This is an optimization exercise on Yosys and OpenROAD, whose aim is small area, a short achievable clock period and few clock cycles per item, not a production implementation.
Where RTL was checked, it was by simulation tests only, not by an equivalence proof against the original.

==> module modq_fold2, before the edit <==
module modq_fold2 (
    input  wire [26:0] r,
    output wire [22:0] t
);
    wire n1 = r[0] ^ ~r[23];
    wire n2 = r[0] & ~r[23];
    wire n3 = r[1] ^ ~r[24];
    wire n4 = r[1] & ~r[24];
    wire n5 = r[2] ^ ~r[25];
    wire n6 = r[2] & ~r[25];
    wire n7 = r[3] ^ ~r[26];
    wire n8 = r[3] & ~r[26];
    wire n9 = r[4] ^ 1'b1;
    wire n10 = r[4] & 1'b1;
    wire n11 = r[5] ^ 1'b1;
    wire n12 = r[5] & 1'b1;
    wire n13 = r[6] ^ 1'b1;
    wire n14 = r[6] & 1'b1;
    wire n15 = r[7] ^ 1'b1;
    wire n16 = r[7] & 1'b1;
    wire n17 = r[8] ^ 1'b1;
    wire n18 = r[8] & 1'b1;
    wire n19 = r[9] ^ 1'b1;
    wire n20 = r[9] & 1'b1;
    wire n21 = r[10] ^ 1'b1;
    wire n22 = r[10] & 1'b1;
    wire n23 = r[11] ^ 1'b1;
    wire n24 = r[11] & 1'b1;
    wire n25 = r[12] ^ 1'b1;
    wire n26 = r[12] & 1'b1;
    wire n27 = r[13] ^ r[23] ^ 1'b1;
    wire n28 = (r[13] & r[23]) | (r[13] & 1'b1) | (r[23] & 1'b1);
    wire n29 = r[14] ^ r[24] ^ 1'b1;
    wire n30 = (r[14] & r[24]) | (r[14] & 1'b1) | (r[24] & 1'b1);
    wire n31 = r[15] ^ r[25] ^ 1'b1;
    wire n32 = (r[15] & r[25]) | (r[15] & 1'b1) | (r[25] & 1'b1);
    wire n33 = r[16] ^ r[26] ^ 1'b1;
    wire n34 = (r[16] & r[26]) | (r[16] & 1'b1) | (r[26] & 1'b1);
    wire n35 = r[17] ^ 1'b1;
    wire n36 = r[17] & 1'b1;
    wire n37 = r[18] ^ 1'b1;
    wire n38 = r[18] & 1'b1;
    wire n39 = r[19] ^ 1'b1;
    wire n40 = r[19] & 1'b1;
    wire n41 = r[20] ^ 1'b1;
    wire n42 = r[20] & 1'b1;
    wire n43 = r[21] ^ 1'b1;
    wire n44 = r[21] & 1'b1;
    wire n45 = r[22] ^ 1'b1;
    wire n46 = r[22] & 1'b1;
    wire [25:0] s = {1'b1, 1'b1, n46, n44, n42, n40, n38, n36, n34, n32, n30, n28, n26, n24, n22, n20, n18, n16, n14, n12, n10, n8, n6, n4, n2, n1} + {1'b0, 1'b0, 1'b1, n45, n43, n41, n39, n37, n35, n33, n31, n29, n27, n25, n23, n21, n19, n17, n15, n13, n11, n9, n7, n5, n3, 1'b1};
    wire [25:0] sm = {1'b1, 1'b1, 1'b1, r[22], r[21], r[20], r[19], r[18], r[17], r[16], r[15], r[14], r[13], r[12], r[11], r[10], r[9], r[8], r[7], r[6], r[5], r[4], r[3], r[2], r[1], r[0]} + {1'b0, 1'b0, 1'b0, 1'b0, 1'b0, 1'b0, 1'b0, 1'b0, 1'b0, r[26], r[25], r[24], r[23], 1'b1, 1'b1, 1'b1, 1'b1, 1'b1, 1'b1, 1'b1, 1'b1, 1'b1, ~r[26], ~r[25], ~r[24], ~r[23]};
    assign t = sm[25] ? s[22:0] : sm[22:0];
endmodule
clock: 10.0 ns
lec_check: 0
abc_area: 1
cap_margin: 20
core_margin: 2
core_utilization: 40
slew_margin: 20
synth_memory_max_bits: 8192
standard.sh (not shown) runs the stock make flow with config.mk's settings and CLKGATE_MAP_FILE= SYNTH_SCRIPT=/design/flow/synth_recipe.tcl, a recipe that flattens the netlist after the stock synthesis.
==> flow/flow/run.sh <==
#!/bin/bash
# Standard layout (the standard.sh), with timing repair aiming for 6.5 ns of setup slack.
set -euo pipefail
bash standard.sh SETUP_SLACK_MARGIN=6.5 finish > standard_flow.log 2>&1
The baseline completed with no timing, DRC or antenna violations.
Testbench counts at the start, summed over its fixed seeds: cycles 18,720, ntts 18.
Change:
--- a/flow/design.v
+++ b/flow/design.v
@@ -1068,11 +1068,56 @@
     wire n44 = r[21] & 1'b1;
     wire n45 = r[22] ^ 1'b1;
     wire n46 = r[22] & 1'b1;
     wire [25:0] s = {1'b1, 1'b1, n46, n44, n42, n40, n38, n36, n34, n32, n30, n28, n26, n24, n22, n20, n18, n16, n14, n12, n10, n8, n6, n4, n2, n1} + {1'b0, 1'b0, 1'b1, n45, n43, n41, n39, n37, n35, n33, n31, n29, n27, n25, n23, n21, n19, n17, n15, n13, n11, n9, n7, n5, n3, 1'b1};
     wire [25:0] sm = {1'b1, 1'b1, 1'b1, r[22], r[21], r[20], r[19], r[18], r[17], r[16], r[15], r[14], r[13], r[12], r[11], r[10], r[9], r[8], r[7], r[6], r[5], r[4], r[3], r[2], r[1], r[0]} + {1'b0, 1'b0, 1'b0, 1'b0, 1'b0, 1'b0, 1'b0, 1'b0, 1'b0, r[26], r[25], r[24], r[23], 1'b1, 1'b1, 1'b1, 1'b1, 1'b1, 1'b1, 1'b1, 1'b1, 1'b1, ~r[26], ~r[25], ~r[24], ~r[23]};
-    assign t = sm[25] ? s[22:0] : sm[22:0];
+    wire n47 = r[1] ^ ~r[24];
+    wire n48 = r[1] & ~r[24];
+    wire n49 = r[2] ^ ~r[25];
+    wire n50 = r[2] & ~r[25];
+    wire n51 = r[3] ^ ~r[26];
+    wire n52 = r[3] & ~r[26];
+    wire n53 = r[4] ^ 1'b1;
+    wire n54 = r[4] & 1'b1;
+    wire n55 = r[5] ^ 1'b1;
+    wire n56 = r[5] & 1'b1;
+    wire n57 = r[6] ^ 1'b1;
+    wire n58 = r[6] & 1'b1;
+    wire n59 = r[7] ^ 1'b1;
+    wire n60 = r[7] & 1'b1;
+    wire n61 = r[8] ^ 1'b1;
+    wire n62 = r[8] & 1'b1;
+    wire n63 = r[9] ^ 1'b1;
+    wire n64 = r[9] & 1'b1;
+    wire n65 = r[10] ^ 1'b1;
+    wire n66 = r[10] & 1'b1;
+    wire n67 = r[11] ^ 1'b1;
+    wire n68 = r[11] & 1'b1;
+    wire n69 = r[12] ^ 1'b1;
+    wire n70 = r[12] & 1'b1;
+    wire n71 = r[13] ^ r[23];
+    wire n72 = r[13] & r[23];
+    wire n73 = r[14] ^ r[24] ^ 1'b1;
+    wire n74 = (r[14] & r[24]) | (r[14] & 1'b1) | (r[24] & 1'b1);
+    wire n75 = r[15] ^ r[25] ^ 1'b1;
+    wire n76 = (r[15] & r[25]) | (r[15] & 1'b1) | (r[25] & 1'b1);
+    wire n77 = r[16] ^ r[26] ^ 1'b1;
+    wire n78 = (r[16] & r[26]) | (r[16] & 1'b1) | (r[26] & 1'b1);
+    wire n79 = r[17] ^ 1'b1;
+    wire n80 = r[17] & 1'b1;
+    wire n81 = r[18] ^ 1'b1;
+    wire n82 = r[18] & 1'b1;
+    wire n83 = r[19] ^ 1'b1;
+    wire n84 = r[19] & 1'b1;
+    wire n85 = r[20] ^ 1'b1;
+    wire n86 = r[20] & 1'b1;
+    wire n87 = r[21] ^ 1'b1;
+    wire n88 = r[21] & 1'b1;
+    wire n89 = r[22] ^ 1'b1;
+    wire n90 = r[22] & 1'b1;
+    wire [25:0] sp = {1'b0, 1'b0, n90, n88, n86, n84, n82, n80, n78, n76, n74, n72, n70, n68, n66, n64, n62, n60, n58, n56, n54, n52, n50, n48, n47, r[0]} + {1'b0, 1'b0, 1'b0, n89, n87, n85, n83, n81, n79, n77, n75, n73, n71, n69, n67, n65, n63, n61, n59, n57, n55, n53, n51, n49, 1'b1, ~r[23]};
+    assign t = s[25] ? sp[22:0] : (sm[25] ? s[22:0] : sm[22:0]);
 endmodule
 module modq_addsub (
     input  wire [22:0] u,
     input  wire [22:0] t,
     output wire [22:0] x,
The changed run produced a clean layout.
Die area grows by 2.5%.
Count of clock-buffer cells in the layout shrinks by 1.
Sequential cell count does not change.
Setup slack improved by 160 ps.
Final cell count grows by 3.4%.
Maximum frequency grows by 4.5%.
First-iteration DRC count grows by 8.2%.
Final area grows by 2.1%.
Via count grows by 4.7%.
Register-to-register slack improved by 160 ps.
Testbench counts after the change, summed over its fixed seeds: cycles 18,720, ntts 18.

* * *

Another version of the RTL of ntt256 (not shown whole).
For scale: roughly 5800 cells after synthesis, roughly 530 flip-flops, ~0.044 sq mm of cells after synthesis.
Settings: LEC_CHECK=0, ABC_AREA=1, CAP_MARGIN=20, CORE_MARGIN=2, CORE_UTILIZATION=40, SLEW_MARGIN=20, SYNTH_MEMORY_MAX_BITS=8192; clock period 10.0 ns.
==> flow/flow/run.sh <==
#!/bin/bash
# Standard layout (the standard.sh), with timing repair aiming for 6.8 ns of setup slack.
set -euo pipefail
bash standard.sh SETUP_SLACK_MARGIN=6.8 finish > standard_flow.log 2>&1
Then changed:
--- a/flow/design.v
+++ b/flow/design.v
@@ -1674,22 +1674,21 @@
         wr   <= rom_w;
         w    <= w_enc;
         rd_a <= ram_rdata_a[22:0];
         rd_b <= ram_rdata_b[22:0];
         case (ph)
             2'd2:    begin v <= h2;   ua <= x;    end
             2'd1:    begin v <= h3;   ua <= h1;   end
             default: begin v <= rd_b; ua <= rd_a; end
         endcase
-        h2 <= x;                      
         case (t[1:0])
-            2'd0: h3 <= y;
-            2'd1: h1 <= y;
+            2'd0: begin h2 <= x; h3 <= y; end
+            2'd1: begin h1 <= y; end
             default: ;
         endcase
         ms   <= mul_s;
         mc   <= mul_c;
         md   <= mul_d;
         prod <= prod_sum;
         r1   <= fold1_out;
         tm   <= fold2_out;
         x    <= add_out;
The new run produced a clean layout.
Sequential share of layout area came out higher by 0.60 points.
Area after synthesis came out higher by 0.73%.
Core utilization came out lower by 0.89 points.
Clock skew came out lower by 0.039 ns.
Routed wire length came out lower by 5.9%.
Die area came out higher by 0.72%.
Via count came out lower by 0.67%.
Critical path depth came out higher by 12.
Testbench counts after the change, summed over its fixed seeds: cycles 18,702, ntts 18.
For the first run of this note, only the layout was checked, not whether the RTL still works.

==> static timing again, ports no longer ideal <==
The flow's constraints put no driver on any port. The routed layouts listed below were extracted and timed again, unchanged, in two steps.
Step 1: set_driving_cell puts a clkbuf_16 on clk and a buf_2 on each other input, an assumption about the parent block.
Step 2 moves the port delays by t, midway between the first and last clock arrival at a register: inputs arrive t later, outputs are due t later. That takes back most of the time a late clock gives input paths.
a / b / c = no drivers / after step 1 / after step 2; a / b = the first two.
| run | t, ns | setup WS [ns] | latest minus earliest clock arrival (ns) |
|---|---|---|---|
| the first run of note 1 | 0.705 | 6.149 / 6.149 / 6.149 | 0.040 / 0.040 |
| the second run of note 1 | 0.714 | 6.313 / 6.313 / 6.313 | 0.038 / 0.039 |
| the first run of note 2 | 0.765 | 6.657 / 6.578 / 6.551 | 0.072 / 0.072 |
| the second run of note 2 | 0.714 | 6.718 / 6.654 / 6.718 | 0.030 / 0.029 |
After both steps setup and hold are still met in every run listed. The setup slack of the first run of note 2, which loses most, moves by -0.079 ns with the drivers and by -0.106 ns with both steps.
